Context: an optimization exercise on an open-source flow, tuned for small area, a short achievable clock period and few clock cycles per item. The choices shown serve that exercise and are no tape-out recipe.
Only simulation tests tie the RTL to the original design; equivalence was not proved.

==> flow/design.v <==
module kc_andn (b, c, y);
  input  [63:0] b, c;
  output [63:0] y;
  assign y = ~b & c;
endmodule
module kc_and (s, w, y);
  input         s;
  input  [63:0] w;
  output [63:0] y;
  assign y = {64{s}} & w;
endmodule
module kc_xor (a, b, y);
  input  [63:0] a, b;
  output [63:0] y;
  assign y = a ^ b;
endmodule
module kc_upd (perm, keep, r, q, d);
  input         perm, keep;
  input  [63:0] r, q;
  output [63:0] d;
  assign d = ({64{perm}} & r) | ({64{keep}} & q);
endmodule
module keccak (clk, reset, in, in_ready, is_last, byte_num, buffer_full, out, out_ready);
  input              clk, reset;
  input      [63:0]  in;
  input              in_ready, is_last;
  input      [2:0]   byte_num;
  output reg         buffer_full;
  output     [511:0] out;
  output reg         out_ready;
  reg  [63:0] st [0:24];       
  reg  [8:0]  ptr;             
  reg  [4:0]  rnd;             
  reg         perm;            
  reg         last;            
  reg  [24:0] perm_l;          
  reg  [24:0] keep_l;          
  reg         rst_r;           
  wire end_blk = in_ready & (is_last | ptr[8]) & ~buffer_full;
  wire end_prm = perm & (rnd == 5'd23);
  wire perm_nx = ~reset & (perm ? ~end_prm : end_blk);
  always @(posedge clk) begin
    perm_l <= {25{perm_nx}};
    keep_l <= {{16{~reset & ~perm_nx}}, ~perm_nx, {7{~reset & ~perm_nx}}, ~perm_nx};
    rst_r <= reset;
  end
  always @(posedge clk)
    if (reset) begin
      ptr <= 9'd1;
      rnd <= 0;
      perm <= 0;
      last <= 0;
      buffer_full <= 0;
      out_ready <= 0;
    end else begin
      perm <= perm_nx;
      if (perm) begin
        rnd <= end_prm ? 5'd0 : rnd + 1'b1;
        if (end_prm) begin
          if (last)
            out_ready <= 1;
          else begin
            buffer_full <= 0;
            ptr <= 9'd1;
          end
        end
      end else if (in_ready & ~buffer_full) begin
        if (is_last | ptr[8]) begin
          ptr <= 0;
          buffer_full <= 1;
          last <= is_last;
        end else
          ptr <= {ptr[7:0], 1'b0};
      end
    end
  wire [63:0] w_sw;
  reg  [63:0] w_pad;
  genvar gi;
  generate
    for (gi = 0; gi < 8; gi = gi + 1) begin : SW
      assign w_sw[8*gi +: 8] = in[63-8*gi -: 8];
    end
  endgenerate
  integer k;
  always @(*) begin
    for (k = 0; k < 8; k = k + 1)
      if (~is_last || k < byte_num)
        w_pad[8*k +: 8] = w_sw[8*k +: 8];
      else if (k == byte_num)
        w_pad[8*k +: 8] = 8'h06;
      else
        w_pad[8*k +: 8] = 8'h00;
  end
  wire [63:0] w8 = ({64{ptr[8]}} & w_pad) ^ {is_last, 63'd0};
  wire [8:0]  sel = {in_ready & (ptr[8] | (is_last & ~buffer_full)), ptr[7:0] & {8{in_ready}}};
  function integer rotc(input integer i);
    case (i)
       0: rotc =  0;  1: rotc =  1;  2: rotc = 62;  3: rotc = 28;  4: rotc = 27;
       5: rotc = 36;  6: rotc = 44;  7: rotc =  6;  8: rotc = 55;  9: rotc = 20;
      10: rotc =  3; 11: rotc = 10; 12: rotc = 43; 13: rotc = 25; 14: rotc = 39;
      15: rotc = 41; 16: rotc = 45; 17: rotc = 15; 18: rotc = 21; 19: rotc =  8;
      20: rotc = 18; 21: rotc =  2; 22: rotc = 61; 23: rotc = 56; default: rotc = 14;
    endcase
  endfunction
  wire [63:0] c [0:4];
  wire [63:0] d [0:4];
  wire [63:0] th [0:24];
  wire [63:0] b [0:24];
  wire [63:0] ch [0:24];
  wire [63:0] ro [0:24];
  wire [63:0] nx [0:24];
  reg  [63:0] rc;
  genvar x, y;
  generate
    for (x = 0; x < 5; x = x + 1) begin : TC
      wire [63:0] p01, p23, p234;
      kc_xor x01 (st[x], st[x+5], p01);
      kc_xor x23 (st[x+10], st[x+15], p23);
      kc_xor x234 (p23, st[x+20], p234);
      kc_xor xc (p01, p234, c[x]);
    end
    for (x = 0; x < 5; x = x + 1) begin : TD
      kc_xor dx (c[(x+4)%5], {c[(x+1)%5][62:0], c[(x+1)%5][63]}, d[x]);
    end
    for (y = 0; y < 5; y = y + 1) begin : RY
      for (x = 0; x < 5; x = x + 1) begin : RX
        kc_xor tx (st[x+5*y], d[x], th[x+5*y]);
        if (rotc(x+5*y) == 0) begin : R0
          assign b[y+5*((2*x+3*y)%5)] = th[x+5*y];
        end else begin : RN
          assign b[y+5*((2*x+3*y)%5)] =
            {th[x+5*y][63-rotc(x+5*y):0], th[x+5*y][63:64-rotc(x+5*y)]};
        end
      end
    end
    for (y = 0; y < 5; y = y + 1) begin : CY
      for (x = 0; x < 5; x = x + 1) begin : CX
        wire [63:0] an;
        kc_andn ax (b[(x+1)%5+5*y], b[(x+2)%5+5*y], an);
        if (x == 0 && y == 0) begin : I0
          wire [63:0] bi = b[0] ^ rc;   
          kc_xor cx (bi, an, ch[0]);
        end else begin : IN
          kc_xor cx (b[x+5*y], an, ch[x+5*y]);
        end
        assign ro[x+5*y] = ch[x+5*y];
      end
    end
  endgenerate
  always @(*) begin
    case (rnd)
       0: rc = 64'h0000000000000001;  1: rc = 64'h0000000000008082;
       2: rc = 64'h800000000000808A;  3: rc = 64'h8000000080008000;
       4: rc = 64'h000000000000808B;  5: rc = 64'h0000000080000001;
       6: rc = 64'h8000000080008081;  7: rc = 64'h8000000000008009;
       8: rc = 64'h000000000000008A;  9: rc = 64'h0000000000000088;
      10: rc = 64'h0000000080008009; 11: rc = 64'h000000008000000A;
      12: rc = 64'h000000008000808B; 13: rc = 64'h800000000000008B;
      14: rc = 64'h8000000000008089; 15: rc = 64'h8000000000008003;
      16: rc = 64'h8000000000008002; 17: rc = 64'h8000000000000080;
      18: rc = 64'h000000000000800A; 19: rc = 64'h800000008000000A;
      20: rc = 64'h8000000080008081; 21: rc = 64'h8000000000008080;
      22: rc = 64'h0000000080000001; 23: rc = 64'h8000000080008008;
      default: rc = 64'd0;
    endcase
  end
  generate
    for (gi = 0; gi < 25; gi = gi + 1) begin : ST
      if (gi == 0 || gi == 8) begin : R0
        wire [63:0] qm, m, xw;
        kc_and a0 (~rst_r, st[gi], qm);
        kc_and a (sel[gi], gi == 8 ? w8 : w_pad, m);
        kc_xor xi (qm, m, xw);
        kc_upd u (perm_l[gi], keep_l[gi], ro[gi], xw, nx[gi]);
      end else if (gi < 9) begin : RT
        wire [63:0] m, xw;
        kc_and a (sel[gi], gi == 8 ? w8 : w_pad, m);
        kc_xor xi (st[gi], m, xw);
        kc_upd u (perm_l[gi], keep_l[gi], ro[gi], xw, nx[gi]);
      end else begin : CP
        kc_upd u (perm_l[gi], keep_l[gi], ro[gi], st[gi], nx[gi]);
      end
      always @(posedge clk)
        st[gi] <= nx[gi];
    end
  endgenerate
  generate
    for (gi = 0; gi < 64; gi = gi + 1) begin : OUT
      assign out[511-8*gi -: 8] = st[gi/8][8*(gi%8) +: 8];
    end
  endgenerate
endmodule
export LEC_CHECK = 0
export CAP_MARGIN = 35
export CORE_MARGIN = 2
export CORE_UTILIZATION = 35
export CTS_CLUSTER_DIAMETER = 100
export CTS_CLUSTER_SIZE = 20
export GPL_ROUTABILITY_DRIVEN = 0
export PLACE_DENSITY = 0.5
export SLEW_MARGIN = 35
export SYNTH_HIERARCHICAL = 1
create_clock -name core_clock -period 10.0 [get_ports {clk}]
standard.sh (not shown) runs the stock make flow with config.mk's settings and CLKGATE_MAP_FILE= SYNTH_SCRIPT=/design/flow/synth_recipe.tcl, a recipe that flattens the netlist after the stock synthesis.
==> flow/flow/run.sh <==
#!/bin/bash
# Own layout flow: the standard flow (standard.sh) with these changes:
#  1. after the standard synthesis, every combinational cell is set to its
#     smallest drive strength (downsize.tcl); the repair steps size up what
#     timing, slew and capacitance need;
#  2. the repair steps aim at a setup slack margin (SETUP_MARGIN below);
#  3. the port buffers are plain buffers (buf_1) instead of delay cells;
#     the repair steps size up the ones timing needs.
# Each tool's output goes to a log file of its own in this folder.
set -euo pipefail
HERE=$(pwd)
SETUP_MARGIN=${SETUP_MARGIN:-6.3}
PORT_BUF=${PORT_BUF:-sky130_fd_sc_hd__buf_1}
R=$HERE/orfs/results/$FLOW_PLATFORM/keccak/base

bash standard.sh synth > log_1_synth.txt 2>&1

ODB_IN=$R/1_synth.odb ODB_OUT=$R/1_synth.odb \
  openroad -no_init -exit flow/downsize.tcl > log_1b_downsize.txt 2>&1

bash standard.sh SETUP_SLACK_MARGIN=$SETUP_MARGIN \
  "BUFFER_PORTS_ARGS=-buffer_cell $PORT_BUF" \
  "GLOBAL_PLACEMENT_ARGS=-timing_driven_net_weight_max 3 -timing_driven_nets_percentage 50" finish > log_2_layout.txt 2>&1
==> flow/flow/downsize.tcl <==
# Set every combinational cell of the synthesized netlist to the smallest
# drive strength of its function; the later repair steps size up what the
# timing and slew limits need. Registers, ties and taps are left alone.
read_db $::env(ODB_IN)
set db [ord::get_db]
set block [ord::get_db_block]
set dont_use [list]
if {[info exists ::env(DONT_USE_CELLS)]} { set dont_use $::env(DONT_USE_CELLS) }
set n 0
set saved 0.0
foreach inst [$block getInsts] {
  set m [$inst getMaster]
  set name [$m getName]
  if {![regexp {^(sky130_fd_sc_hd__)([a-z0-9]+)_([0-9]+)$} $name -> pfx base sz]} { continue }
  if {[regexp {^(df|edf|sdf|sedf|dl|conb|tap|decap|fill|diode|clk)} $base]} { continue }
  foreach s {0 1 2} {
    if {$s >= $sz} { break }
    set cand "${pfx}${base}_${s}"
    if {[lsearch -exact $dont_use $cand] >= 0} { continue }
    set cm [$db findMaster $cand]
    if {$cm == "NULL" || $cm == ""} { continue }
    set saved [expr {$saved + ([$m getWidth] - [$cm getWidth]) * [$m getHeight] / 1e6}]
    $inst swapMaster $cm
    incr n
    break
  }
}
puts "downsize: swapped $n instances, area saved [format %.1f $saved] um^2"
write_db $::env(ODB_OUT)
The baseline finished with timing, DRC and antenna clean.
Testbench counts at the start, summed over its fixed seeds: cycles 5,495, bytes 9,368.
Next try:
--- a/flow/flow/run.sh
+++ b/flow/flow/run.sh
@@ -7,3 +7,5 @@
 #  3. the port buffers are plain buffers (buf_1) instead of delay cells;
-#     the repair steps size up the ones timing needs.
+#     the repair steps size up the ones timing needs;
+#  4. timing-driven global placement weights more nets (70% of them, up to
+#     3x) and re-weights them more often (at more overflow levels).
 # Each tool's output goes to a log file of its own in this folder.
@@ -11,3 +13,3 @@
 HERE=$(pwd)
-SETUP_MARGIN=${SETUP_MARGIN:-6.3}
+SETUP_MARGIN=${SETUP_MARGIN:-6.45}
 PORT_BUF=${PORT_BUF:-sky130_fd_sc_hd__buf_1}
@@ -22,2 +24,2 @@
   "BUFFER_PORTS_ARGS=-buffer_cell $PORT_BUF" \
-  "GLOBAL_PLACEMENT_ARGS=-timing_driven_net_weight_max 3 -timing_driven_nets_percentage 50" finish > log_2_layout.txt 2>&1
+  "GLOBAL_PLACEMENT_ARGS=-timing_driven_net_weight_max 3 -timing_driven_nets_percentage 70 -timing_driven_net_reweight_overflow {79 70 64 56 49 40 29 21 15 10}" finish > log_2_layout.txt 2>&1
=>
- via count is higher by 1.3%
- die area stays the same
- worst setup slack gains 120 ps
Next try:
--- a/flow/flow/run.sh
+++ b/flow/flow/run.sh
@@ -13,3 +13,3 @@
 HERE=$(pwd)
-SETUP_MARGIN=${SETUP_MARGIN:-6.45}
+SETUP_MARGIN=${SETUP_MARGIN:-6.3}
 PORT_BUF=${PORT_BUF:-sky130_fd_sc_hd__buf_1}
--- a/flow/config.mk
+++ b/flow/config.mk
@@ -9,3 +9,3 @@
 export CORE_MARGIN = 2
-export CORE_UTILIZATION = 35
+export CORE_UTILIZATION = 30
 export CTS_CLUSTER_DIAMETER = 100
@@ -13,3 +13,3 @@
 export GPL_ROUTABILITY_DRIVEN = 0
-export PLACE_DENSITY = 0.5
+export PLACE_DENSITY = 0.45
 export SLEW_MARGIN = 35
After rerunning: Design area fell by 0.92%; die area rose by 17%; core utilization goes down by 6.4 points; sequential share of layout area is lower by 0.54 points; clock skew went down by 3.5 ps; wire length rose by 2.8%.

what the ideal ports hide:
Ports are ideal in the flow. The routed layouts listed here were re-timed in OpenROAD. Step 1 sets driving cells, clkbuf_16 on the clock port and buf_2 on the other inputs (assumed; they add their load-dependent delay and slew). Step 2 moves the port delays by t, midway between the first and last clock arrival at a register: inputs arrive t later, outputs are due t later. That takes back most of the time a late clock gives input paths. a / b / c = ideal / step 1 / step 2; a / b = the first two.
| run | shift t [ns] | setup WS [ns] | hold slack, ns | worst register clock-pin slew, ns | worst slew at a driven data input, ns |
|---|---|---|---|---|---|
| the first run | 1.043 | 6.008 / 6.008 / 5.269 | 0.493 / 0.493 / 0.493 | 0.11 / 0.11 | 0.09 |
| the second run | 1.077 | 6.128 / 6.128 / 5.436 | 0.506 / 0.506 / 0.506 | 0.10 / 0.10 | 0.07 |
| the third run | 1.062 | 6.084 / 6.084 / 5.302 | 0.479 / 0.479 / 0.479 | 0.11 / 0.11 | 0.10 |
After both steps every run listed still meets setup and hold. The setup slack of the third run, which loses most, moves by 0.000 ns with the drivers and by -0.782 ns with both steps.
